This is an optimization exercise on Yosys and OpenROAD, whose aim is small area, not a production implementation. No functional check of the RTL was part of any run shown here. In every run shown here, the design's own scripts or RTL, not TritonCTS, make the clock network. The flow treats the clock pin as an ideal source. Dropping or thinning the clock tree relies on that and would not hold on a real chip. No activity file was given, so power comes from the tool's default toggle rates.

`flow/run.sh`:
```
#!/bin/bash
# Standard ORFS layout with these changes:
#  - synthesis maps logic with area-oriented ABC scripts (flow/synth.tcl)
#  - port buffers use the smallest buffer cell
#  - clock: flow/pre_cts.tcl replaces TritonCTS by one clock buffer per group
#    of nearby registers (three groups), each driven by the clock port
set -euo pipefail
F="$PWD/flow"
export PRE_CTS_TCL="$F/pre_cts.tcl"
export ALU_CLOCK_BUFFER=sky130_fd_sc_hd__clkbuf_8
export ALU_CLOCK_GROUPS=3
bash standard.sh SYNTH_SCRIPT="$F/synth.tcl" \
  "BUFFER_PORTS_ARGS=-buffer_cell sky130_fd_sc_hd__buf_1" \
  finish > standard.log 2>&1
```
`flow/area.abc`:
```
strash
&get -n
&deepsyn -I 10 -J 50
&put
dch -f
amap -m
topo
stime -c
dnsize -c
```
`flow/lut.abc`:
```
strash
&get -n
&nf -R 1000
&put
```
`flow/opnd.abc`:
```
strash
dc2
dch -f
amap
topo
stime -c
dnsize -c
```
`flow/pre_cts.tcl`:
```
# Clock distribution: instead of TritonCTS's tree (a root buffer, four leaf
# buffers and dummy loads), the registers are split into a few groups by
# position and each group gets one clock buffer, placed at the group's centre
# and driven by the clock port.  The port then drives only those buffers.
proc clock_tree_synthesis {args} {
  set cell $::env(ALU_CLOCK_BUFFER)
  set ngroups $::env(ALU_CLOCK_GROUPS)
  set block [ord::get_db_block]
  set dbu [$block getDbUnitsPerMicron]
  set regs {}
  foreach pin [get_pins -of_objects [get_nets clk]] {
    set inst [sta::sta_to_db_inst [get_cells -of_objects $pin]]
    set bb [$inst getBBox]
    lappend regs [list $pin \
      [expr {([$bb xMin] + [$bb xMax]) / 2.0 / $dbu}] \
      [expr {([$bb yMin] + [$bb yMax]) / 2.0 / $dbu}]]
  }
  # k-means on the register positions, started from groups of equal size
  # taken in order of x
  set regs [lsort -real -index 1 $regs]
  set n [llength $regs]
  set centres {}
  for {set g 0} {$g < $ngroups} {incr g} {
    set part [lrange $regs [expr {$g * $n / $ngroups}] [expr {($g + 1) * $n / $ngroups - 1}]]
    set sx 0.0; set sy 0.0
    foreach r $part { set sx [expr {$sx + [lindex $r 1]}]; set sy [expr {$sy + [lindex $r 2]}] }
    lappend centres [list [expr {$sx / [llength $part]}] [expr {$sy / [llength $part]}]]
  }
  for {set it 0} {$it < 20} {incr it} {
    set members [lrepeat $ngroups {}]
    foreach r $regs {
      set best 0; set bd 1e30
      for {set g 0} {$g < $ngroups} {incr g} {
        set c [lindex $centres $g]
        set d [expr {abs([lindex $r 1] - [lindex $c 0]) + abs([lindex $r 2] - [lindex $c 1])}]
        if { $d < $bd } { set bd $d; set best $g }
      }
      lset members $best [concat [lindex $members $best] [list $r]]
    }
    set centres {}
    for {set g 0} {$g < $ngroups} {incr g} {
      set part [lindex $members $g]
      set sx 0.0; set sy 0.0
      foreach r $part { set sx [expr {$sx + [lindex $r 1]}]; set sy [expr {$sy + [lindex $r 2]}] }
      set k [expr {max(1, [llength $part])}]
      lappend centres [list [expr {$sx / $k}] [expr {$sy / $k}]]
    }
  }
  for {set g 0} {$g < $ngroups} {incr g} {
    set part [lindex $members $g]
    if { [llength $part] == 0 } { continue }
    set pins {}
    foreach r $part { lappend pins [lindex $r 0] }
    insert_buffer -buffer_cell $cell -net [get_nets clk] -load_pins $pins \
      -location [lindex $centres $g] -buffer_name clkbuf_g$g -net_name clknet_g$g
    puts "clock group $g: [llength $part] registers, buffer at [lindex $centres $g]"
  }
  set_propagated_clock [all_clocks]
}
```
`flow/synth.tcl`:
```
# synth_recipe.tcl with these changes:
#  - the final technology mapping uses ABC scripts beside this file instead
#    of ORFS's speed script: lut.abc (maps the 2-input function unit alu_lut2
#    to one 4:1 mux), opnd.abc (no deep restructuring, which keeps the operand
#    decode shallow) for module alu_opnd, area.abc for the rest
#  - half adders are left as plain logic (only full adders become adder cells)
proc synth {args} { yosys synth -nofsm -noshare {*}$args }
set ::flow_dir [file dirname [file normalize [info script]]]
proc abc {args} {
  set i [lsearch $args -script]
  set a0 $args
  lset a0 [expr {$i + 1}] [file join $::flow_dir lut.abc]
  set a1 $args
  lset a1 [expr {$i + 1}] [file join $::flow_dir opnd.abc]
  set a2 $args
  lset a2 [expr {$i + 1}] [file join $::flow_dir area.abc]
  yosys abc {*}$a0 alu_lut2
  yosys abc {*}$a1 alu_opnd
  yosys abc {*}$a2 alu_design alu_fa
}
proc extract_fa {args} { yosys extract_fa -fa {*}$args }
source $::env(SCRIPTS_DIR)/synth.tcl
# left out here: clear keep_hierarchy, flatten, clean up, hide names made inside functions, write 1_2_yosys.v
```
`standard.sh`:
```
#!/bin/bash
# synth_recipe.tcl (not shown) runs the flow's synth.tcl, then flattens the netlist and writes it again
# the make line also repeats each setting of config.mk as NAME=value (left out here)
make -C /OpenROAD-flow-scripts/flow DESIGN_CONFIG=/design/flow/config.mk WORK_HOME=/design/flow/orfs CLKGATE_MAP_FILE= SYNTH_SCRIPT=/design/flow/synth_recipe.tcl "${@:-finish}"
```
`config.mk`:
```
export PLATFORM = sky130hd
export DESIGN_NAME = alu_design
export DESIGN_NICKNAME = alu_design
export VERILOG_FILES = /design/flow/design.v
export SDC_FILE = /design/flow/constraint.sdc
export NUM_CORES = 4
export LEC_CHECK = 0
export CAP_MARGIN = 20
export CORE_MARGIN = 2
export CORE_UTILIZATION = 60
export CTS_BUF_LIST = sky130_fd_sc_hd__clkbuf_8
export GPL_TIMING_DRIVEN = 0
export SLEW_MARGIN = 20
export SYNTH_HIERARCHICAL = 1
```
`constraint.sdc`:
```
create_clock -name core_clock -period 7.0 [get_ports {clk}]
set_input_delay 1.4000 -clock core_clock [delete_from_list [all_inputs] [get_ports {clk}]]
set_output_delay 1.4000 -clock core_clock [all_outputs]
set_load 0.01 [all_outputs]
```
`design.v`:
```
module alu_design #(parameter W = 8)(
    input clk, rst, mode, ce, cin,
    input [1:0] inp_valid,
    input [7:0] opa, opb,
    input [3:0] cmd,
    output err, ov, cout, g, l, e,
    output reg [15:0] res
);
localparam F_NONE = 3'd0, F_COUT = 3'd1, F_OV = 3'd2, F_ERR = 3'd3,
           F_L = 3'd4, F_G = 3'd5, F_E = 3'd6;
wire [7:0] a = opa, b = opb;
wire v01 = ~inp_valid[1] &  inp_valid[0];
wire v10 =  inp_valid[1] & ~inp_valid[0];
wire v11 =  inp_valid[1] &  inp_valid[0];
wire [3:0] k = cmd;
wire o_inc  = mode & ((v01 & k == 4'd4) | (v10 & k == 4'd6));
wire o_dec  = mode & ((v01 & k == 4'd5) | (v10 & k == 4'd7));
wire o_add  = mode & v11 & (k == 4'd0 | k == 4'd2);
wire o_sub  = mode & v11 & (k == 4'd1 | k == 4'd3);
wire o_cmp  = mode & v11 & k == 4'd8;
wire o_minc = mode & v11 & k == 4'd9;
wire o_mshl = mode & v11 & k == 4'd10;
wire o_sadd = mode & v11 & k == 4'd11;
wire o_ssub = mode & v11 & k == 4'd12;
wire rot_ok = ~|b[7:4];
wire o_lnorm = ~mode & v11 & (k <= 4'd5);           
wire o_nota = ~mode & v01 & k == 4'd6;
wire o_notb = ~mode & v10 & k == 4'd7;
wire o_shr  = ~mode & ((v01 & k == 4'd8) | (v10 & k == 4'd10));
wire o_shl  = ~mode & ((v01 & k == 4'd9) | (v10 & k == 4'd11));
wire o_rol  = ~mode & v11 & k == 4'd12 & rot_ok;
wire o_ror  = ~mode & v11 & k == 4'd13 & rot_ok;
wire o_err  = ~(o_inc | o_dec | o_add | o_sub | o_cmp | o_minc | o_mshl | o_sadd |
                o_ssub | o_lnorm | o_nota | o_notb | o_shr | o_shl | o_rol | o_ror);
wire [7:0] p, q;
wire       ci;
alu_opnd u_opnd (.mode(mode), .k(k), .cin(cin), .a(a), .b(b), .p(p), .q(q), .ci(ci));
genvar i;
localparam SPLIT = 4;
wire [SPLIT:0] c;
wire [7:0] sum;
assign c[0] = ci;
generate
    for (i = 0; i < SPLIT; i = i + 1) begin : add
        alu_fa u_fa (.a(p[i]), .b(q[i]), .c(c[i]), .s(sum[i]), .co(c[i+1]));
    end
endgenerate
wire [8:SPLIT+1] z0, z1;
wire [7:SPLIT]   s0, s1;
assign s0[SPLIT] = p[SPLIT] ^ q[SPLIT];
assign z0[SPLIT+1] = p[SPLIT] & q[SPLIT];
assign s1[SPLIT] = ~(p[SPLIT] ^ q[SPLIT]);
assign z1[SPLIT+1] = p[SPLIT] | q[SPLIT];
generate
    for (i = SPLIT + 1; i < 8; i = i + 1) begin : addh
        alu_fa u_fa0 (.a(p[i]), .b(q[i]), .c(z0[i]), .s(s0[i]), .co(z0[i+1]));
        alu_fa u_fa1 (.a(p[i]), .b(q[i]), .c(z1[i]), .s(s1[i]), .co(z1[i+1]));
    end
endgenerate
assign sum[7:SPLIT] = c[SPLIT] ? s1 : s0;
wire c8 = c[SPLIT] ? z1[8] : z0[8];
wire sum_zero = ~|sum;
wire [8:0] binc = {1'b0, b} + {8'd0, o_minc};
wire [2:0] n_rot = b[2:0] ^ {3{k[0]}};               
wire [7:0] oh = 8'd1 << n_rot;
wire y_b   = o_minc | o_mshl;
wire y_oh  = o_rol | o_ror;
wire y_one = ~(o_err | o_cmp | y_b | y_oh | o_shr);
wire [7:0] n_y = ({8{y_b}} & (binc[7:0] | {binc[8], 7'd0})) |
                 ({8{y_oh}} & oh) | {o_shr, 6'd0, y_one};
wire [7:0] n_x = sum | {o_minc & c8 & ~binc[8], 7'd0};
wire n_s    = o_mshl | o_shl | o_ror | (o_minc & (c8 | binc[8]));
wire n_fold = o_rol | o_ror | o_shr;
wire ovs = o_sadd ? ((a[7] & b[7] & ~sum[7] & |{a[6:0], b[6:0]}) | (~a[7] & ~b[7] & sum[7])) :
                    ((~a[7] & (|a) & b[7] & sum[7]) | (a[7] & ~b[7] & ~sum[7]));
wire n_hiff = (o_dec | o_sub) & ~c8 |
              (o_sadd | o_ssub) & (a[7] ^ b[7] ^ o_ssub ^ c8) |
              (o_lnorm & k[0]) | o_nota | o_notb | o_shr;
wire [2:0] n_fc = {o_cmp,
                   o_cmp ? sum_zero :
                       (o_err | ((o_dec | o_sub) & ~c8) | ((o_sadd | o_ssub) & ovs)),
                   o_cmp ? c8 & ~sum_zero : (o_err | ((o_inc | o_add) & c8))};
reg [7:0] x;
reg [7:0] y;
reg       s, fold, hiff;
reg [2:0] fc;
always @(posedge clk)
    if (ce) x <= n_x;
always @(posedge clk or posedge rst) begin
    if (rst) begin
        y <= 0; s <= 0; fold <= 0; hiff <= 0; fc <= F_ERR;
    end else if (ce) begin
        y <= n_y; s <= n_s; fold <= n_fold; hiff <= n_hiff; fc <= n_fc;
    end
end
wire [15:0] m;
  wire mu_pp0_0 = ~(x[0] & y[0]);
  wire mu_pp0_1 = ~(x[1] & y[0]);
  wire mu_pp0_2 = ~(x[2] & y[0]);
  wire mu_pp0_3 = ~(x[3] & y[0]);
  wire mu_pp0_4 = ~(x[4] & y[0]);
  wire mu_pp0_5 = ~(x[5] & y[0]);
  wire mu_pp0_6 = ~(x[6] & y[0]);
  wire mu_pp0_7 = ~(x[7] & y[0]);
  wire mu_pp1_0 = ~(x[0] & y[1]);
  wire mu_pp1_1 = ~(x[1] & y[1]);
  wire mu_pp1_2 = ~(x[2] & y[1]);
  wire mu_pp1_3 = ~(x[3] & y[1]);
  wire mu_pp1_4 = ~(x[4] & y[1]);
  wire mu_pp1_5 = ~(x[5] & y[1]);
  wire mu_pp1_6 = ~(x[6] & y[1]);
  wire mu_pp1_7 = ~(x[7] & y[1]);
  wire mu_pp2_0 = ~(x[0] & y[2]);
  wire mu_pp2_1 = ~(x[1] & y[2]);
  wire mu_pp2_2 = ~(x[2] & y[2]);
  wire mu_pp2_3 = ~(x[3] & y[2]);
  wire mu_pp2_4 = ~(x[4] & y[2]);
  wire mu_pp2_5 = ~(x[5] & y[2]);
  wire mu_pp2_6 = ~(x[6] & y[2]);
  wire mu_pp2_7 = ~(x[7] & y[2]);
  wire mu_pp3_0 = ~(x[0] & y[3]);
  wire mu_pp3_1 = ~(x[1] & y[3]);
  wire mu_pp3_2 = ~(x[2] & y[3]);
  wire mu_pp3_3 = ~(x[3] & y[3]);
  wire mu_pp3_4 = ~(x[4] & y[3]);
  wire mu_pp3_5 = ~(x[5] & y[3]);
  wire mu_pp3_6 = ~(x[6] & y[3]);
  wire mu_pp3_7 = ~(x[7] & y[3]);
  wire mu_pp4_0 = ~(x[0] & y[4]);
  wire mu_pp4_1 = ~(x[1] & y[4]);
  wire mu_pp4_2 = ~(x[2] & y[4]);
  wire mu_pp4_3 = ~(x[3] & y[4]);
  wire mu_pp4_4 = ~(x[4] & y[4]);
  wire mu_pp4_5 = ~(x[5] & y[4]);
  wire mu_pp4_6 = ~(x[6] & y[4]);
  wire mu_pp4_7 = ~(x[7] & y[4]);
  wire mu_pp5_0 = ~(x[0] & y[5]);
  wire mu_pp5_1 = ~(x[1] & y[5]);
  wire mu_pp5_2 = ~(x[2] & y[5]);
  wire mu_pp5_3 = ~(x[3] & y[5]);
  wire mu_pp5_4 = ~(x[4] & y[5]);
  wire mu_pp5_5 = ~(x[5] & y[5]);
  wire mu_pp5_6 = ~(x[6] & y[5]);
  wire mu_pp5_7 = ~(x[7] & y[5]);
  wire mu_pp6_0 = ~(x[0] & y[6]);
  wire mu_pp6_1 = ~(x[1] & y[6]);
  wire mu_pp6_2 = ~(x[2] & y[6]);
  wire mu_pp6_3 = ~(x[3] & y[6]);
  wire mu_pp6_4 = ~(x[4] & y[6]);
  wire mu_pp6_5 = ~(x[5] & y[6]);
  wire mu_pp6_6 = ~(x[6] & y[6]);
  wire mu_pp6_7 = ~(x[7] & y[6]);
  wire mu_pp7_0 = ~(x[0] & y[7]);
  wire mu_pp7_1 = ~(x[1] & y[7]);
  wire mu_pp7_2 = ~(x[2] & y[7]);
  wire mu_pp7_3 = ~(x[3] & y[7]);
  wire mu_pp7_4 = ~(x[4] & y[7]);
  wire mu_pp7_5 = ~(x[5] & y[7]);
  wire mu_pp7_6 = ~(x[6] & y[7]);
  wire mu_pp7_7 = ~(x[7] & y[7]);
  wire mu_fs0, mu_fc0;
  alu_fa u_mu_fs0 (.a(mu_pp0_2), .b(mu_pp1_1), .c(mu_pp2_0), .s(mu_fs0), .co(mu_fc0));
  wire mu_fs1, mu_fc1;
  alu_fa u_mu_fs1 (.a(mu_pp0_3), .b(mu_pp1_2), .c(mu_pp2_1), .s(mu_fs1), .co(mu_fc1));
  wire mu_fs2, mu_fc2;
  alu_fa u_mu_fs2 (.a(mu_pp3_0), .b(mu_fc0), .c(mu_fs1), .s(mu_fs2), .co(mu_fc2));
  wire mu_fs3, mu_fc3;
  alu_fa u_mu_fs3 (.a(mu_pp0_4), .b(mu_pp1_3), .c(mu_pp2_2), .s(mu_fs3), .co(mu_fc3));
  wire mu_fs4, mu_fc4;
  alu_fa u_mu_fs4 (.a(mu_pp3_1), .b(mu_pp4_0), .c(mu_fc1), .s(mu_fs4), .co(mu_fc4));
  wire mu_fs5, mu_fc5;
  alu_fa u_mu_fs5 (.a(mu_fs3), .b(mu_fs4), .c(mu_fc2), .s(mu_fs5), .co(mu_fc5));
  wire mu_fs6, mu_fc6;
  alu_fa u_mu_fs6 (.a(mu_pp0_5), .b(mu_pp1_4), .c(mu_pp2_3), .s(mu_fs6), .co(mu_fc6));
  wire mu_fs7, mu_fc7;
  alu_fa u_mu_fs7 (.a(mu_pp3_2), .b(mu_pp4_1), .c(mu_pp5_0), .s(mu_fs7), .co(mu_fc7));
  wire mu_fs8, mu_fc8;
  alu_fa u_mu_fs8 (.a(mu_fc3), .b(mu_fs6), .c(mu_fs7), .s(mu_fs8), .co(mu_fc8));
  wire mu_fs9, mu_fc9;
  alu_fa u_mu_fs9 (.a(mu_fc4), .b(mu_fs8), .c(mu_fc5), .s(mu_fs9), .co(mu_fc9));
  wire mu_fs10, mu_fc10;
  alu_fa u_mu_fs10 (.a(mu_pp0_6), .b(mu_pp1_5), .c(mu_pp2_4), .s(mu_fs10), .co(mu_fc10));
  wire mu_fs11, mu_fc11;
  alu_fa u_mu_fs11 (.a(mu_pp3_3), .b(mu_pp4_2), .c(mu_pp5_1), .s(mu_fs11), .co(mu_fc11));
  wire mu_fs12, mu_fc12;
  alu_fa u_mu_fs12 (.a(mu_pp6_0), .b(mu_fc6), .c(mu_fc7), .s(mu_fs12), .co(mu_fc12));
  wire mu_fs13, mu_fc13;
  alu_fa u_mu_fs13 (.a(mu_fs10), .b(mu_fs11), .c(mu_fc8), .s(mu_fs13), .co(mu_fc13));
  wire mu_fs14, mu_fc14;
  alu_fa u_mu_fs14 (.a(mu_fs12), .b(mu_fs13), .c(mu_fc9), .s(mu_fs14), .co(mu_fc14));
  wire mu_fs15, mu_fc15;
  alu_fa u_mu_fs15 (.a(mu_pp0_7), .b(mu_pp1_6), .c(mu_pp2_5), .s(mu_fs15), .co(mu_fc15));
  wire mu_fs16, mu_fc16;
  alu_fa u_mu_fs16 (.a(mu_pp3_4), .b(mu_pp4_3), .c(mu_pp5_2), .s(mu_fs16), .co(mu_fc16));
  wire mu_fs17, mu_fc17;
  alu_fa u_mu_fs17 (.a(mu_pp6_1), .b(mu_pp7_0), .c(mu_fc10), .s(mu_fs17), .co(mu_fc17));
  wire mu_fs18, mu_fc18;
  alu_fa u_mu_fs18 (.a(mu_fc11), .b(mu_fs15), .c(mu_fs16), .s(mu_fs18), .co(mu_fc18));
  wire mu_fs19, mu_fc19;
  alu_fa u_mu_fs19 (.a(mu_fc12), .b(mu_fs17), .c(mu_fs18), .s(mu_fs19), .co(mu_fc19));
  wire mu_fs20, mu_fc20;
  alu_fa u_mu_fs20 (.a(mu_fc13), .b(mu_fs19), .c(mu_fc14), .s(mu_fs20), .co(mu_fc20));
  wire mu_fs21, mu_fc21;
  alu_fa u_mu_fs21 (.a(mu_pp1_7), .b(mu_pp2_6), .c(mu_pp3_5), .s(mu_fs21), .co(mu_fc21));
  wire mu_fs22, mu_fc22;
  alu_fa u_mu_fs22 (.a(mu_pp4_4), .b(mu_pp5_3), .c(mu_pp6_2), .s(mu_fs22), .co(mu_fc22));
  wire mu_fs23, mu_fc23;
  alu_fa u_mu_fs23 (.a(mu_pp7_1), .b(mu_fc15), .c(mu_fc16), .s(mu_fs23), .co(mu_fc23));
  wire mu_fs24, mu_fc24;
  alu_fa u_mu_fs24 (.a(mu_fs21), .b(mu_fs22), .c(mu_fc17), .s(mu_fs24), .co(mu_fc24));
  wire mu_fs25, mu_fc25;
  alu_fa u_mu_fs25 (.a(mu_fc18), .b(mu_fs23), .c(mu_fs24), .s(mu_fs25), .co(mu_fc25));
  wire mu_fs26, mu_fc26;
  alu_fa u_mu_fs26 (.a(mu_fc19), .b(mu_fs25), .c(mu_fc20), .s(mu_fs26), .co(mu_fc26));
  wire mu_fs27, mu_fc27;
  alu_fa u_mu_fs27 (.a(mu_pp2_7), .b(mu_pp3_6), .c(mu_pp4_5), .s(mu_fs27), .co(mu_fc27));
  wire mu_fs28, mu_fc28;
  alu_fa u_mu_fs28 (.a(mu_pp5_4), .b(mu_pp6_3), .c(mu_pp7_2), .s(mu_fs28), .co(mu_fc28));
  wire mu_fs29, mu_fc29;
  alu_fa u_mu_fs29 (.a(mu_fc21), .b(mu_fc22), .c(mu_fs27), .s(mu_fs29), .co(mu_fc29));
  wire mu_fs30, mu_fc30;
  alu_fa u_mu_fs30 (.a(mu_fs28), .b(mu_fc23), .c(mu_fs29), .s(mu_fs30), .co(mu_fc30));
  wire mu_fs31, mu_fc31;
  alu_fa u_mu_fs31 (.a(mu_fc24), .b(mu_fs30), .c(mu_fc25), .s(mu_fs31), .co(mu_fc31));
  wire mu_fs32, mu_fc32;
  alu_fa u_mu_fs32 (.a(mu_pp3_7), .b(mu_pp4_6), .c(mu_pp5_5), .s(mu_fs32), .co(mu_fc32));
  wire mu_fs33, mu_fc33;
  alu_fa u_mu_fs33 (.a(mu_pp6_4), .b(mu_pp7_3), .c(mu_fc27), .s(mu_fs33), .co(mu_fc33));
  wire mu_fs34, mu_fc34;
  alu_fa u_mu_fs34 (.a(mu_fc28), .b(mu_fs32), .c(mu_fs33), .s(mu_fs34), .co(mu_fc34));
  wire mu_fs35, mu_fc35;
  alu_fa u_mu_fs35 (.a(mu_fc29), .b(mu_fs34), .c(mu_fc30), .s(mu_fs35), .co(mu_fc35));
  wire mu_fs36, mu_fc36;
  alu_fa u_mu_fs36 (.a(mu_pp4_7), .b(mu_pp5_6), .c(mu_pp6_5), .s(mu_fs36), .co(mu_fc36));
  wire mu_fs37, mu_fc37;
  alu_fa u_mu_fs37 (.a(mu_pp7_4), .b(mu_fc32), .c(mu_fs36), .s(mu_fs37), .co(mu_fc37));
  wire mu_fs38, mu_fc38;
  alu_fa u_mu_fs38 (.a(mu_fc33), .b(mu_fs37), .c(mu_fc34), .s(mu_fs38), .co(mu_fc38));
  wire mu_fs39, mu_fc39;
  alu_fa u_mu_fs39 (.a(mu_pp5_7), .b(mu_pp6_6), .c(mu_pp7_5), .s(mu_fs39), .co(mu_fc39));
  wire mu_fs40, mu_fc40;
  alu_fa u_mu_fs40 (.a(mu_fc36), .b(mu_fs39), .c(mu_fc37), .s(mu_fs40), .co(mu_fc40));
  wire mu_fs41, mu_fc41;
  alu_fa u_mu_fs41 (.a(mu_pp6_7), .b(mu_pp7_6), .c(mu_fc39), .s(mu_fs41), .co(mu_fc41));
  wire mu_hs42 = ~(mu_pp0_1 ^ mu_pp1_0);
  wire mu_hc42 = mu_pp0_1 | mu_pp1_0;
  wire mu_hs43 = ~(mu_fs0 ^ mu_hc42);
  wire mu_hc43 = mu_fs0 | mu_hc42;
  wire mu_hs44 = ~(mu_fs2 ^ mu_hc43);
  wire mu_hc44 = mu_fs2 | mu_hc43;
  wire mu_hs45 = ~(mu_fs5 ^ mu_hc44);
  wire mu_hc45 = mu_fs5 | mu_hc44;
  wire mu_hs46 = ~(mu_fs9 ^ mu_hc45);
  wire mu_hc46 = mu_fs9 | mu_hc45;
  wire mu_hs47 = ~(mu_fs14 ^ mu_hc46);
  wire mu_hc47 = mu_fs14 | mu_hc46;
  wire mu_hs48 = ~(mu_fs20 ^ mu_hc47);
  wire mu_hc48 = mu_fs20 | mu_hc47;
  wire mu_hs49 = ~(mu_fs26 ^ mu_hc48);
  wire mu_hc49 = mu_fs26 | mu_hc48;
  wire mu_fs50, mu_fc50;
  alu_fa u_mu_fs50 (.a(mu_fs31), .b(mu_fc26), .c(mu_hc49), .s(mu_fs50), .co(mu_fc50));
  wire mu_fs51, mu_fc51;
  alu_fa u_mu_fs51 (.a(mu_fs35), .b(mu_fc31), .c(mu_fc50), .s(mu_fs51), .co(mu_fc51));
  wire mu_fs52, mu_fc52;
  alu_fa u_mu_fs52 (.a(mu_fs38), .b(mu_fc35), .c(mu_fc51), .s(mu_fs52), .co(mu_fc52));
  wire mu_fs53, mu_fc53;
  alu_fa u_mu_fs53 (.a(mu_fs40), .b(mu_fc38), .c(mu_fc52), .s(mu_fs53), .co(mu_fc53));
  wire mu_fs54, mu_fc54;
  alu_fa u_mu_fs54 (.a(1'b1), .b(mu_fs41), .c(mu_fc40), .s(mu_fs54), .co(mu_fc54));
  wire mu_fs55, mu_fc55;
  alu_fa u_mu_fs55 (.a(mu_pp7_7), .b(mu_fc41), .c(mu_fc54), .s(mu_fs55), .co(mu_fc55));
  wire mu_fs56, mu_fc56;
  alu_fa u_mu_fs56 (.a(1'b0), .b(mu_fs41), .c(mu_fc40), .s(mu_fs56), .co(mu_fc56));
  wire mu_fs57, mu_fc57;
  alu_fa u_mu_fs57 (.a(mu_pp7_7), .b(mu_fc41), .c(mu_fc56), .s(mu_fs57), .co(mu_fc57));
  wire mu_cs13 = mu_fc53 ? mu_fs54 : mu_fs56;
  wire mu_cs14 = mu_fc53 ? mu_fs55 : mu_fs57;
  wire mu_cs15 = mu_fc53 ? mu_fc55 : mu_fc57;
  assign m = ~{mu_cs15, mu_cs14, mu_cs13, mu_fs53, mu_fs52, mu_fs51, mu_fs50, mu_hs49, mu_hs48, mu_hs47, mu_hs46, mu_hs45, mu_hs44, mu_hs43, mu_hs42, mu_pp0_0};
wire [15:0] ms = s ? {m[14:0], 1'b0} : m;
wire [7:0]  hi = (hiff ? {8{~fold}} : ms[15:8]) | {7'd0, fc == F_COUT};
wire [7:0]  lo = ms[7:0] | ({8{fold}} & {s & m[14], ms[14:8]});
reg [2:0] fc2;
always @(posedge clk or posedge rst) begin
    if (rst) begin
        res <= 0; fc2 <= F_NONE;
    end else if (ce) begin
        res <= {hi, lo}; fc2 <= fc;
    end
end
assign cout = fc2 == F_COUT;
assign ov   = fc2 == F_OV;
assign g    = fc2 == F_G;
assign l    = fc2 == F_L;
assign e    = fc2 == F_E;
assign err  = fc2 == F_ERR;
endmodule
module alu_fa (input a, b, c, output s, co);
    assign s = a ^ b ^ c;
    assign co = (a & b) | (c & (a ^ b));
endmodule
module alu_opnd (input mode, input [3:0] k, input cin, input [7:0] a, b,
                 output [7:0] p, output [7:0] q, output reg ci);
genvar i;
reg [3:0] tt;
always @(*) begin
    case ({mode, k})
        5'b1_0100: tt = 4'b0000;         
        5'b1_0101: tt = 4'b1111;         
        5'b1_0001, 5'b1_0011, 5'b1_1000, 5'b1_1100:
                   tt = 4'b0101;         
        5'b1_1001, 5'b1_1010:
                   tt = 4'b0000;         
        5'b0_0000: tt = 4'b1000;         
        5'b0_0001: tt = 4'b0111;         
        5'b0_0010: tt = 4'b1110;         
        5'b0_0011: tt = 4'b0001;         
        5'b0_0100: tt = 4'b0110;         
        5'b0_0101: tt = 4'b1001;         
        5'b0_0110: tt = 4'b0011;         
        5'b0_0111: tt = 4'b0101;         
        5'b0_1000, 5'b0_1001, 5'b0_1100, 5'b0_1101:
                   tt = 4'b1100;         
        default:   tt = 4'b1010;         
    endcase
end
wire shr_k = ~mode & k[3] & ~k[2] & ~k[0];       
generate
    for (i = 0; i < 8; i = i + 1) begin : lg
        if (i == 0) begin : b0
            wire q0;
            alu_lut2 u_lut (.a(a[i]), .b(b[i]), .tt(tt), .q(q0));
            assign q[i] = q0 & ~shr_k;
        end else begin : bn
            alu_lut2 u_lut (.a(a[i]), .b(b[i]), .tt(tt), .q(q[i]));
        end
    end
endgenerate
wire       p_b  = ~k[3] & k[2] & k[1];           
wire       p_a  = mode & ~p_b;
wire       p_ff = mode & p_b & k[0];
assign p = ({8{p_a}} & a) | {8{p_ff}};
always @(*) begin
    case ({mode, k})
        5'b1_0100, 5'b1_0110, 5'b1_0001, 5'b1_1000, 5'b1_1001, 5'b1_1100:
                   ci = 1'b1;            
        5'b1_0010: ci = cin;             
        5'b1_0011: ci = ~cin;            
        default:   ci = 1'b0;
    endcase
end
endmodule
module alu_lut2 (input a, b, input [3:0] tt, output q);
    assign q = tt[{a, b}];
endmodule
```
==> results of run 1 <==
==> worst max path at each step <==
stage	endpoint	from	depth (start not counted)
final	fc[1]$_DFFE_PP1P_	cmd[2]	21
after global routing	fc[1]$_DFFE_PP1P_	cmd[2]	21
after CTS	fc[1]$_DFFE_PP1P_	cmd[1]	21
after detailed placement	fc[1]$_DFFE_PP1P_	cmd[1]	21
after global placement	fc[1]$_DFFE_PP1P_	cmd[1]	21
after floorplan	fc[1]$_DFFE_PP1P_	cmd[3]	21
==> per-stage QoR <==
step	setup slack (ps)	total power, uW	area [um^2]
after global placement	-478	603	4560
after CTS	37.5	708	4610
after global routing	55.4	767	4640
after detailed placement	-523	614	4570
after floorplan	1140	514	4260
final	483	713	4640
==> modules after synthesis, one instance, submodules excluded <==
module | cells inside | flip-flops and latches
alu_design | 354 | 41
alu_fa | 1 | 0
alu_lut2 | 1 | 0
alu_opnd | 51 | 0
==> critical path, stage by stage <==
cell and delay (ps):
buf_1 350, nand2_1 150, o21ai_2 320, clkinv_1 110, o221ai_1 90, o21ai_0 300, mux4_2 540, clkinv_1 50
a31oi_1 50, fa_1 440, fa_1 390, fa_1 390, fa_1 480, o22ai_2 290, clkinv_1 160, nor3_1 210
nor4bb_4 350, nand2_1 100, o31ai_1 80, a311oi_1 90, a32oi_1 210
==> sequential cells by signal, indices dropped and copies added (netlist names) <==
signal / flops
fold: 1
fc: 3
s: 1
fc2: 3
hiff: 1
res: 16
y: 8
x: 8
==> cell usage in the layout, fill, tap and decap left out, types with 7 or more instances in the layout <==
| cell type | n |
|---|---|
| buf_1 | 45 |
| nor2_1 | 47 |
| clkinv_1 | 68 |
| dfrtp_1 | 31 |
| a21oi_1 | 10 |
| a22oi_1 | 8 |
| o221ai_1 | 16 |
| o22ai_1 | 12 |
| fa_1 | 60 |
| nand3_1 | 7 |
| nand2_1 | 89 |
| nor3_1 | 16 |
| mux4_2 | 8 |
| o21ai_0 | 30 |
| edfxtp_1 | 8 |
==> cell type report, clock buffers not listed <==
class | instances | area (um^2) | area share
multi-input combinational | 363 | 2960 | 0.639
tap | 96 | 120 | 0.0259
inverter | 69 | 260 | 0.0561
timing repair buffer | 48 | 184 | 0.0397
sequential | 41 | 1070 | 0.230
==> cells in the mapped netlist (all sizes together) (7+ instances only) <==
| library cell | count |
|---|---|
| a22oi | 8 |
| nor2 | 47 |
| edfxtp | 8 |
| nor3 | 16 |
| a21oi | 10 |
| mux4 | 8 |
| nand3 | 7 |
| clkinv | 69 |
| dfrtp | 31 |
| o22ai | 13 |
| fa | 60 |
| o21ai | 31 |
| nand2 | 89 |
| o221ai | 16 |
==> cells by family (layout without fill, tap and decap cells) <==
kind of cell | Yosys count | after routing | synth area share
other cells | 2 | 2 | 0.00176
compound gates | 112 | 112 | 0.182
flops | 41 | 41 | 0.251
buf+inv | 69 | 120 | 0.0607
simple gates | 181 | 181 | 0.181
mux | 8 | 8 | 0.0423
fa+ha+maj | 60 | 60 | 0.282
==> power breakdown <==
part / switching (uW) / internal, uW / total (uW)
Sequential: 49.4 / 286 / 335
Combinational: 172 / 110 / 282
Clock: 56.2 / 39.4 / 95.6
Total: 278 / 435 / 713
==> repair_timing <==
item / 4_1_cts / 5_1_grt
resized for setup: 2 / 5
buffers inserted: 0 / 0
endpoints found under the setup margin: 2 / 2
==> metal layers <==
| layer | part of all wire | global-route usage | vias to the layer above |
|---|---|---|---|
| li1 | - | - | 1775 |
| met1 | 0.41 | 0.380 | 1818 |
| met2 | 0.51 | 0.483 | 156 |
| met3 | 0.061 | 0.0271 | 13 |
| met4 | 0.017 | 0.0468 | 0 |
| met5 | 0 | 0 | - |
==> flow_summary.yaml, run 1 <==
clock_tree:
  clk_transition_reported_paths_ps: 90
  hold_buffers: 0
  clk_latency_ps: 150
hold_path:
  hold_depth: 2
  worstHoldPathType: "reg2reg"
  holdPathEnd: "fc[1]$_DFFE_PP1P_"
  min-delay-start: "fc[1]$_DFFE_PP1P_"
synthesis:
  netlist_area_um2: 4260
  netlist.area_leader.share: 0.282
  synth.area.top_cells: "fa_1, dfrtp_1, nand2_1, clkinv_1, edfxtp_1"
  synthCells: 473
  synth_ff_type: "dfrtp_1"
  synth_seq_cells: 41
  synth_nets: 560
  synth-edff-count: 8
  yosys.area.top_type: "fa_1"
  avgSynthCellArea_um2: 9.01
  synth_cell_types: 41
  async_flop_share: 0.805
  seq_area_frac_synth: 0.251
  yosys_warnings: 8
sta:
  timing.hold.ws_ps: 488
  final.setup.tns_ps: 0
  final-hold-violation-count: 0
  worstMarginPinSlew_ps: 782
  fmax_mhz: 153
  post-route-period-util: 0.931
  max-slew-margin-rel: 0.475
  drv_slew: 0
  clock_skew_ps: 14.5
  finalSetupViolCount: 0
  rsz0062_at_grt: "no"
  finalCriticalPeriod_ps: 6520
critical_path:
  timing.rr.start: "y[0]$_DFFE_PP0P_"
  critPathKind: "in2reg"
  rr_worst_depth: 18
  worst-endpoint-arrival_ps: 6580
  reg2reg_slack_ps: 690
  timing.rr.end: "res[6]$_DFFE_PP0P_"
  worstPathRequired_ps: 7060
  startpoint_type: "input pin"
  crit_fanout: 11
  critPathCaptureType: "flop"
floorplanning:
  fp-row-count: 30
  initial_utilization: 0.624
  die_h_um: 88.3
  coreArea_um2: 6830
  die-area_um2: 7800
  pin_count: 49
  die_w_um: 88.3
grt:
  grt_pass1_wl_um: 16900
  grt_max_degree: 34
  gr-usage-all-layers: 0.275
  grt_pass1_vias: 3552
  antenna_found_initial: 0
  grt_overflow: 0
pwr:
  p_leak_uw: 0.00139
  vdd_ir_drop_max_uv: 100
  power.density_nw_per_um2: 154
drt:
  drc_errors: 0
  wl_um: 10400
  drt-pass1-iter-count: 5
  vias: 3762
  viasPerCell: 6.07
  routedWlPerCell_um: 16.8
  postRouteAntennaNets: 0
  drt_first_iter_violations: 177
placed_design:
  numPortBuffers: 48
  gp_congestion: 0.892
  dp_cells: 617
  hpwl_um: 8310
layout:
  diodes: 0
  nNetsFinal: 613
  areaGrowthSynthToFinish_pct: 8.71
  utilization: 0.679
  stdcell_count: 620
  fillCellCount: 586
  drive_above_1_share: 0.0382
job:
  cap_violations: 0
outcome:
  status: "finished clean"
==> inputs of run 2 (changes only) <==
--- a/design.v
+++ b/design.v
@@ -32,11 +32,59 @@
 wire o_ror  = ~mode & v11 & k == 4'd13 & rot_ok;
 wire o_err  = ~(o_inc | o_dec | o_add | o_sub | o_cmp | o_minc | o_mshl | o_sadd |
                 o_ssub | o_lnorm | o_nota | o_notb | o_shr | o_shl | o_rol | o_ror);
-wire [7:0] p, q;
+wire [7:0] q;
 wire       ci;
-alu_opnd u_opnd (.mode(mode), .k(k), .cin(cin), .a(a), .b(b), .p(p), .q(q), .ci(ci));
 genvar i;
-localparam SPLIT = 4;
+reg [3:0] tt;
+always @(*) begin
+    case ({mode, k})
+        5'b1_0100: tt = 4'b0000;         
+        5'b1_0101: tt = 4'b1111;         
+        5'b1_0001, 5'b1_0011, 5'b1_1000, 5'b1_1100:
+                   tt = 4'b0101;         
+        5'b1_1001, 5'b1_1010:
+                   tt = 4'b0000;         
+        5'b0_0000: tt = 4'b1000;         
+        5'b0_0001: tt = 4'b0111;         
+        5'b0_0010: tt = 4'b1110;         
+        5'b0_0011: tt = 4'b0001;         
+        5'b0_0100: tt = 4'b0110;         
+        5'b0_0101: tt = 4'b1001;         
+        5'b0_0110: tt = 4'b0011;         
+        5'b0_0111: tt = 4'b0101;         
+        5'b0_1000, 5'b0_1001, 5'b0_1100, 5'b0_1101:
+                   tt = 4'b1100;         
+        default:   tt = 4'b1010;         
+    endcase
+end
+wire shr_k = ~mode & k[3] & ~k[2] & ~k[0];       
+generate
+    for (i = 0; i < 8; i = i + 1) begin : lg
+        if (i == 0) begin : b0
+            wire q0;
+            alu_lut2 u_lut (.a(a[i]), .b(b[i]), .tt(tt), .q(q0));
+            assign q[i] = q0 & ~shr_k;
+        end else begin : bn
+            alu_lut2 u_lut (.a(a[i]), .b(b[i]), .tt(tt), .q(q[i]));
+        end
+    end
+endgenerate
+wire       p_b  = ~k[3] & k[2] & k[1];           
+wire       p_a  = mode & ~p_b;
+wire       p_ff = mode & p_b & k[0];
+wire [7:0] p = ({8{p_a}} & a) | {8{p_ff}};
+reg ci_r;
+always @(*) begin
+    case ({mode, k})
+        5'b1_0100, 5'b1_0110, 5'b1_0001, 5'b1_1000, 5'b1_1001, 5'b1_1100:
+                   ci_r = 1'b1;            
+        5'b1_0010: ci_r = cin;             
+        5'b1_0011: ci_r = ~cin;            
+        default:   ci_r = 1'b0;
+    endcase
+end
+assign ci = ci_r;
+localparam SPLIT = 5;
 wire [SPLIT:0] c;
 wire [7:0] sum;
 assign c[0] = ci;
@@ -267,17 +315,10 @@
   wire mu_fs53, mu_fc53;
   alu_fa u_mu_fs53 (.a(mu_fs40), .b(mu_fc38), .c(mu_fc52), .s(mu_fs53), .co(mu_fc53));
   wire mu_fs54, mu_fc54;
-  alu_fa u_mu_fs54 (.a(1'b1), .b(mu_fs41), .c(mu_fc40), .s(mu_fs54), .co(mu_fc54));
+  alu_fa u_mu_fs54 (.a(mu_fs41), .b(mu_fc40), .c(mu_fc53), .s(mu_fs54), .co(mu_fc54));
   wire mu_fs55, mu_fc55;
   alu_fa u_mu_fs55 (.a(mu_pp7_7), .b(mu_fc41), .c(mu_fc54), .s(mu_fs55), .co(mu_fc55));
-  wire mu_fs56, mu_fc56;
-  alu_fa u_mu_fs56 (.a(1'b0), .b(mu_fs41), .c(mu_fc40), .s(mu_fs56), .co(mu_fc56));
-  wire mu_fs57, mu_fc57;
-  alu_fa u_mu_fs57 (.a(mu_pp7_7), .b(mu_fc41), .c(mu_fc56), .s(mu_fs57), .co(mu_fc57));
-  wire mu_cs13 = mu_fc53 ? mu_fs54 : mu_fs56;
-  wire mu_cs14 = mu_fc53 ? mu_fs55 : mu_fs57;
-  wire mu_cs15 = mu_fc53 ? mu_fc55 : mu_fc57;
-  assign m = ~{mu_cs15, mu_cs14, mu_cs13, mu_fs53, mu_fs52, mu_fs51, mu_fs50, mu_hs49, mu_hs48, mu_hs47, mu_hs46, mu_hs45, mu_hs44, mu_hs43, mu_hs42, mu_pp0_0};
+  assign m = ~{mu_fc55, mu_fs55, mu_fs54, mu_fs53, mu_fs52, mu_fs51, mu_fs50, mu_hs49, mu_hs48, mu_hs47, mu_hs46, mu_hs45, mu_hs44, mu_hs43, mu_hs42, mu_pp0_0};
 wire [15:0] ms = s ? {m[14:0], 1'b0} : m;
 wire [7:0]  hi = (hiff ? {8{~fold}} : ms[15:8]) | {7'd0, fc == F_COUT};
 wire [7:0]  lo = ms[7:0] | ({8{fold}} & {s & m[14], ms[14:8]});
@@ -300,57 +341,6 @@
     assign s = a ^ b ^ c;
     assign co = (a & b) | (c & (a ^ b));
 endmodule
-module alu_opnd (input mode, input [3:0] k, input cin, input [7:0] a, b,
-                 output [7:0] p, output [7:0] q, output reg ci);
-genvar i;
-reg [3:0] tt;
-always @(*) begin
-    case ({mode, k})
-        5'b1_0100: tt = 4'b0000;         
-        5'b1_0101: tt = 4'b1111;         
-        5'b1_0001, 5'b1_0011, 5'b1_1000, 5'b1_1100:
-                   tt = 4'b0101;         
-        5'b1_1001, 5'b1_1010:
-                   tt = 4'b0000;         
-        5'b0_0000: tt = 4'b1000;         
-        5'b0_0001: tt = 4'b0111;         
-        5'b0_0010: tt = 4'b1110;         
-        5'b0_0011: tt = 4'b0001;         
-        5'b0_0100: tt = 4'b0110;         
-        5'b0_0101: tt = 4'b1001;         
-        5'b0_0110: tt = 4'b0011;         
-        5'b0_0111: tt = 4'b0101;         
-        5'b0_1000, 5'b0_1001, 5'b0_1100, 5'b0_1101:
-                   tt = 4'b1100;         
-        default:   tt = 4'b1010;         
-    endcase
-end
-wire shr_k = ~mode & k[3] & ~k[2] & ~k[0];       
-generate
-    for (i = 0; i < 8; i = i + 1) begin : lg
-        if (i == 0) begin : b0
-            wire q0;
-            alu_lut2 u_lut (.a(a[i]), .b(b[i]), .tt(tt), .q(q0));
-            assign q[i] = q0 & ~shr_k;
-        end else begin : bn
-            alu_lut2 u_lut (.a(a[i]), .b(b[i]), .tt(tt), .q(q[i]));
-        end
-    end
-endgenerate
-wire       p_b  = ~k[3] & k[2] & k[1];           
-wire       p_a  = mode & ~p_b;
-wire       p_ff = mode & p_b & k[0];
-assign p = ({8{p_a}} & a) | {8{p_ff}};
-always @(*) begin
-    case ({mode, k})
-        5'b1_0100, 5'b1_0110, 5'b1_0001, 5'b1_1000, 5'b1_1001, 5'b1_1100:
-                   ci = 1'b1;            
-        5'b1_0010: ci = cin;             
-        5'b1_0011: ci = ~cin;            
-        default:   ci = 1'b0;
-    endcase
-end
-endmodule
 module alu_lut2 (input a, b, input [3:0] tt, output q);
     assign q = tt[{a, b}];
 endmodule
==> flow/synth.tcl (replaced) <==
# synth_recipe.tcl with these changes:
#  - the final technology mapping uses ABC scripts beside this file instead
#    of ORFS's speed script: lut.abc (maps the 2-input function unit alu_lut2
#    to one 4:1 mux) for module alu_lut2, area.abc for the rest
#  - half adders are left as plain logic (only full adders become adder cells)
proc synth {args} { yosys synth -nofsm -noshare {*}$args }
set ::flow_dir [file dirname [file normalize [info script]]]
proc abc {args} {
  set i [lsearch $args -script]
  set a0 $args
  lset a0 [expr {$i + 1}] [file join $::flow_dir lut.abc]
  set a2 $args
  lset a2 [expr {$i + 1}] [file join $::flow_dir area.abc]
  yosys abc {*}$a0 alu_lut2
  yosys abc {*}$a2 alu_design alu_fa
}
proc extract_fa {args} { yosys extract_fa -fa {*}$args }
source $::env(SCRIPTS_DIR)/synth.tcl
# left out here: clear keep_hierarchy, flatten, clean up, hide names made inside functions, write 1_2_yosys.v
removed: flow/opnd.abc
==> run 2 against run 1 <==
  * Still clean
  * Global-route usage is 0.52 points higher
  * Register-to-register slack worse by 440 ps
  * Flip-flop and latch count stayed put
  * Routed wire length is 3.8% lower
  * First-iteration DRC count is 45% higher
  * Combinational power is 4% lower
  * Via count is 2.0% lower
  * Power is 1.9% lower
  * Maximum frequency is 3.9% lower
  * Largest cell class unchanged
==> flow_summary.yaml, run 2 <==
pwr:
  intPower_uw: 431
  power_frac_seq: 0.472
  vdd_ir_drop_max_uv: 108
  p_sw_uw: 268
  switching_share: 0.384
  power.density_nw_per_um2: 156
  comb_power_share: 0.388
  clock_power_share: 0.140
  p_leak_uw: 0.00135
synthesis:
  synth_ff_type: "dfrtp_1"
  netlist_area_um2: 4070
  seq_area_frac_synth: 0.263
  synth-edff-count: 8
  synth.most_common_cell: "nand2_1"
  synth_compound_area_frac: 0.166
  netlist.area_leader.share: 0.280
  yosys_warnings: 7
  synth_seq_cells: 41
  avgSynthCellArea_um2: 9.02
  synthTopCellsByCount: "nand2_1, nor2_1, fa_1"
  synth_nets: 535
  muxShareOfSynthArea: 0.0443
  synth_fa_ha_area_frac: 0.280
  synth.area.top_cells: "fa_1, dfrtp_1, nand2_1, edfxtp_1, nor2_1"
  async_flop_share: 0.805
  yosys.area.top_type: "fa_1"
  synth-xor-area-share: 0
  synth_cell_types: 39
  synthCells: 451
  synth_top_family_by_area: "adder cells"
  yosys.area_share.simple: 0.205
drt:
  routedWlPerCell_um: 17.1
  viasPerCell: 6.30
  postRouteAntennaNets: 0
  wl_um: 10000
  drt_first_iter_violations: 257
  drt-pass1-iter-count: 5
  vias: 3685
  drc_errors: 0
critical_path:
  timing.rr.start: "x[3]$_DFFE_PP_"
  timing.rr.end: "res[6]$_DFFE_PP0P_"
  cp_slowest_cell: "mux4_2"
  worstPathRequired_ps: 7010
  crit_fanout: 10
  reg2reg_slack_ps: 250
  critPathKind: "in2reg"
  critPathCaptureType: "flop"
  worst-endpoint-arrival_ps: 6790
  critPathMaxStageDelay_ps: 500
  rr_worst_depth: 19
  startpoint_type: "input pin"
  crit_top_cell: "fa_1"
  cp_cell_sequence: "buf_1 > clkinv_1 > nor2_1 > nor2_1 > o221ai_2 > a31oi_1 > mux4_2 > o21a_1 > fa_1 > fa_1 > fa_1 > fa_1 > fa_2 > o22ai_4 > clkinv_1 > o21ai_2 > nor2_1 > a2111oi_2 > a22oi_1"
placed_design:
  hpwl_um: 8010
  dp_cells: 579
  gp_congestion: 0.995
  numPortBuffers: 48
layout:
  nNetsFinal: 591
  fillCellCount: 569
  stdcell_count: 585
  drive_above_1_share: 0.0653
  layout_commonest_cell: "nand2_1"
  top_regs: "res: 16 flops, x: 8 flops, y: 8 flops"
  largest_reg_flops: 16
  layout_common_cells: "nand2_1, nor2_1, fa_1, buf_1, clkinv_1"
  largest-register: "res"
  diodes: 0
  areaGrowthSynthToFinish_pct: 10.2
  utilization: 0.671
floorplanning:
  coreArea_um2: 6680
  pin_count: 49
  initial_utilization: 0.609
  die_w_um: 86.4
  die_h_um: 86.4
  die-area_um2: 7460
  fp-row-count: 30
grt:
  grt_pass1_wl_um: 16800
  grt_pass1_vias: 3572
  antenna_found_initial: 0
  grt_max_degree: 39
  grt_overflow: 0
  gr-usage-all-layers: 0.280
sta:
  fmax_mhz: 147
  post-route-period-util: 0.969
  drv_slew: 0
  clock_skew_ps: 22.4
  final-hold-violation-count: 0
  max-slew-margin-rel: 0.347
  final.setup.tns_ps: 0
  worstMarginPinSlew_ps: 974
  finalSetupViolCount: 0
  finalCriticalPeriod_ps: 6780
clock_tree:
  clk_latency_ps: 150
  hold_buffers: 0
  clk_transition_reported_paths_ps: 100
hold_path:
  hold_depth: 2
  min-delay-start: "res[0]$_DFFE_PP0P_"
  worstHoldPathType: "reg2reg"
  holdPathEnd: "res[0]$_DFFE_PP0P_"
job:
  cap_violations: 0
outcome:
  status: "finished clean"
[run 2: cell count changes after synthesis, moves of 3 or more]
cell / change
a21oi_1: +11
a22o_1: -3
a22oi_1: -3
clkinv_1: -24
fa_1: -3
nand2_1: +5
nand4_1: -4
nor2_1: +11
nor3_1: +4
nor4_1: +5
o211ai_1: -3
o21ai_0: -9
o221ai_1: -7
o22ai_1: -4
[run 2: power by group through the flow]
stage / sequential [uW] / combinational, uW / clock [uW]
4_1_cts: 331 / 255 / 97.7
3_3_place_gp: 335 / 246 / 0
3_5_place_dp: 336 / 251 / 0
6_report: 330 / 272 / 97.6
2_1_floorplan: 328 / 167 / 0
5_1_grt: 336 / 306 / 105
[run 2: cells by family (layout without fill, tap and decap cells)]
group | Yosys count | after routing
mux | 8 | 8
buf+inv | 45 | 99
flops | 41 | 41
compound gates | 100 | 100
fa+ha+maj | 57 | 57
simple gates | 200 | 200
[run 2: modules after synthesis, one instance, submodules excluded]
module,times used,cell area (um^2),flops+latches,cells inside
alu_fa,57,20.0,0,1
alu_lut2,8,22.5,0,1
alu_design,1,2750,41,386
[run 2: cell type report, clock buffers not listed]
class,instances,area (um^2),share of cell area
multi-input cells,365,2890,0.645
repair buffers,51,206,0.0461
flip-flops and latches,41,1070,0.239
well taps,80,100,0.0223
inverters,45,174,0.0388
[run 2: timing repair]
| item | CTS | global route |
|---|---|---|
| setup buffers | 0 | 3 |
| endpoints found under the setup margin | 6 | 6 |
| gates resized for setup | 10 | 12 |
[run 2: worst max-delay path: cells and delay by family]
family,cells,cell delay (ps)
fa+ha+maj,5,2040
mux,1,500
compound gates,7,1740
buf+inv,3,700
simple gates,3,380
[run 2: per-stage QoR]
stage	worst slack (ps)	hold WS [ps]	area [um^2]	power, uW
after floorplan	572	474	4070	495
after global placement	-1070	488	4350	581
after detailed placement	-1070	488	4350	587
after CTS	1.85	507	4420	684
after global routing	-2.97	535	4480	746
final	218	510	4480	699
[run 2: how the worst max path moves through the flow]
stage	start	end
3_3_place_gp	cmd[0]	hiff$_DFFE_PP0P_
4_1_cts	mode	hiff$_DFFE_PP0P_
3_5_place_dp	cmd[0]	hiff$_DFFE_PP0P_
2_1_floorplan	y[0]$_DFFE_PP0P_	res[7]$_DFFE_PP0P_
5_1_grt	x[3]$_DFFE_PP_	res[6]$_DFFE_PP0P_
6_report	cmd[1]	hiff$_DFFE_PP0P_
[run 2: per-layer routing]
layer / vias up / wire [um] / GRT usage
li1: 1711 / - / -
met1: 1801 / 4210 / 0.378
met2: 152 / 5050 / 0.499
met3: 21 / 493 / 0.0143
met4: 0 / 246 / 0.0724
met5: - / 0 / 0

## re-timing with driven ports
Ports are ideal in the flow. The routed layouts listed here were re-timed in OpenROAD. Step 1, drivers: a clkbuf_16 drives clk and a buf_2 each remaining input, both assumed. Step 2, shift: input delay + t, output delay - t, t = (earliest + latest rising clock arrival at the registers) / 2. This alone moves slack from input paths to output paths. Three values: ideal, step 1, step 2; two values: the first two.
run	t (ns)	setup slack, ns	worst hold slack (ns)
run 1	0.193	0.483 / 0.510 / 0.317	0.488 / 0.488 / 0.488
run 2	0.193	0.218 / 0.245 / 0.053	0.510 / 0.510 / 0.510
After both steps setup and hold are still met in every run listed. The setup slack of run 1, which loses most, moves by +0.027 ns with the drivers and by -0.166 ns with both steps.
